Context: an optimization exercise on an open-source flow, tuned for small area. The choices shown serve that exercise and are no tape-out recipe. Power is estimated from default activity; no workload was simulated.

## uart_pwm_top
module uart_pwm_top (
    input  wire       clk,
    input  wire       rst_n,
    input  wire       uart_rx,
    output wire [8:0] pwm_out,
    output wire [6:0] seg0,
    output wire [6:0] seg1,
    output wire [6:0] seg2,
    output wire [6:0] seg3,
    output wire [3:0] pkt_count
);
Size: roughly 44 I/O pins, about 0.011 sq mm of cells after synthesis.
==> module sev_seg_decorder, before the edit <==
module sev_seg_decorder(
    input  [3:0] digit,
    output [6:0] seg
);
  assign seg[0] = (~digit[3]&~digit[2]&~digit[1]&digit[0]) | (~digit[3]&digit[2]&~digit[1]&~digit[0]) | (digit[3]&digit[2]&~digit[1]&digit[0]) | (digit[3]&~digit[2]&digit[1]&digit[0]);
  assign seg[1] = (~digit[3]&digit[2]&~digit[1]&digit[0]) | (digit[3]&digit[2]&~digit[0]) | (digit[2]&digit[1]&~digit[0]) | (digit[3]&digit[1]&digit[0]);
  assign seg[2] = (digit[3]&digit[2]&digit[1]) | (~digit[3]&~digit[2]&digit[1]&~digit[0]) | (digit[3]&digit[2]&~digit[0]);
  assign seg[3] = (~digit[3]&~digit[2]&~digit[1]&digit[0]) | (~digit[3]&digit[2]&~digit[1]&~digit[0]) | (digit[3]&~digit[2]&digit[1]&~digit[0]) | (digit[2]&digit[1]&digit[0]);
  assign seg[4] = (~digit[3]&digit[0]) | (~digit[2]&~digit[1]&digit[0]) | (~digit[3]&digit[2]&~digit[1]);
  assign seg[5] = (~digit[3]&~digit[2]&digit[0]) | (~digit[3]&~digit[2]&digit[1]) | (digit[3]&digit[2]&~digit[1]&digit[0]) | (~digit[3]&digit[1]&digit[0]);
  assign seg[6] = (~digit[3]&~digit[2]&~digit[1]) | (digit[3]&digit[2]&~digit[1]&~digit[0]) | (~digit[3]&digit[2]&digit[1]&digit[0]);
endmodule
Settings: LEC_CHECK=0, CAP_MARGIN=20, CORE_MARGIN=2, CORE_UTILIZATION=40, SLEW_MARGIN=20; clock period 20.0 ns.
run.sh (not shown) runs the stock make flow with config.mk's settings and CLKGATE_MAP_FILE= SYNTH_SCRIPT=/design/flow/synth_recipe.tcl, a recipe that flattens the netlist after the stock synthesis.
Change:
--- a/flow/design.v
+++ b/flow/design.v
@@ -135,18 +135,32 @@
         end
     endgenerate
 endmodule
 module sev_seg_decorder(
-    input  [3:0] digit,
-    output [6:0] seg
+    input [3:0] digit,
+    output reg [6:0] seg
 );
-  assign seg[0] = (~digit[3]&~digit[2]&~digit[1]&digit[0]) | (~digit[3]&digit[2]&~digit[1]&~digit[0]) | (digit[3]&digit[2]&~digit[1]&digit[0]) | (digit[3]&~digit[2]&digit[1]&digit[0]);
-  assign seg[1] = (~digit[3]&digit[2]&~digit[1]&digit[0]) | (digit[3]&digit[2]&~digit[0]) | (digit[2]&digit[1]&~digit[0]) | (digit[3]&digit[1]&digit[0]);
-  assign seg[2] = (digit[3]&digit[2]&digit[1]) | (~digit[3]&~digit[2]&digit[1]&~digit[0]) | (digit[3]&digit[2]&~digit[0]);
-  assign seg[3] = (~digit[3]&~digit[2]&~digit[1]&digit[0]) | (~digit[3]&digit[2]&~digit[1]&~digit[0]) | (digit[3]&~digit[2]&digit[1]&~digit[0]) | (digit[2]&digit[1]&digit[0]);
-  assign seg[4] = (~digit[3]&digit[0]) | (~digit[2]&~digit[1]&digit[0]) | (~digit[3]&digit[2]&~digit[1]);
-  assign seg[5] = (~digit[3]&~digit[2]&digit[0]) | (~digit[3]&~digit[2]&digit[1]) | (digit[3]&digit[2]&~digit[1]&digit[0]) | (~digit[3]&digit[1]&digit[0]);
-  assign seg[6] = (~digit[3]&~digit[2]&~digit[1]) | (digit[3]&digit[2]&~digit[1]&~digit[0]) | (~digit[3]&digit[2]&digit[1]&digit[0]);
+    always @(*)begin
+        case(digit)
+           4'd0: seg  = 7'b1000000;  
+            4'd1: seg  = 7'b1111001;  
+            4'd2: seg  = 7'b0100100;  
+            4'd3: seg  = 7'b0110000;  
+            4'd4: seg  = 7'b0011001;  
+            4'd5: seg  = 7'b0010010;  
+            4'd6: seg  = 7'b0000010;  
+            4'd7: seg  = 7'b1111000;  
+            4'd8: seg  = 7'b0000000;  
+            4'd9: seg  = 7'b0010000;  
+            4'd10: seg = 7'b0001000;  
+            4'd11: seg = 7'b0000011;  
+            4'd12: seg = 7'b1000110;  
+            4'd13: seg = 7'b0100001;  
+            4'd14: seg = 7'b0000110;  
+            4'd15: seg = 7'b0001110;  
+            default: seg = 7'b0111111;  
+        endcase 
+        end
 endmodule
 module uart_pwm_top (
     input  wire       clk,
     input  wire       rst_n,
- total power fell by 2.2%
- setup slack got worse by 0.27 ns
- count of clock-buffer cells in the layout rose by 4
- final area rose by 0.87%
- synthesized cell count fell by 2.8%
- core utilization rose by 0.40 points
- global-route usage rose by 0.36 points
- hold slack improved by 0.021 ns
- sequential cell count does not change
- via count fell by 1.9%
- die area is about the same
- cell count fell by 1.4%
- first-iteration DRC count rose by 5.9%
- clock skew fell by 0.017 ns
No run of this note included a check of the RTL's function; only the layout flow was run.

==> separate check: timing with driven ports <==
The results above use ideal ports. As a check the final layouts listed here were re-extracted and re-timed, cells and wires unchanged. Step 1 (the two cells are an assumption about what drives the block):
set clk [get_ports {clk}]
set_driving_cell -lib_cell sky130_fd_sc_hd__clkbuf_16 $clk
set_driving_cell -lib_cell sky130_fd_sc_hd__buf_2 [delete_from_list [all_inputs] $clk]
Step 2 moves the port delays by t, midway between the first and last clock arrival at a register: inputs arrive t later, outputs are due t later. That takes back most of the time a late clock gives input paths. Three values: ideal, step 1, step 2; two values: the first two.
run | t, ns | slack for setup (ns) | clock arrival spread, ns | worst data-port slew with drivers (ns)
the first run | 0.569 | 13.581 / 13.534 / 14.103 | 0.030 / 0.030 | 0.03
the second run | 0.563 | 13.312 / 13.266 / 13.829 | 0.010 / 0.010 | 0.03
After both steps setup and hold are still met in every run listed.
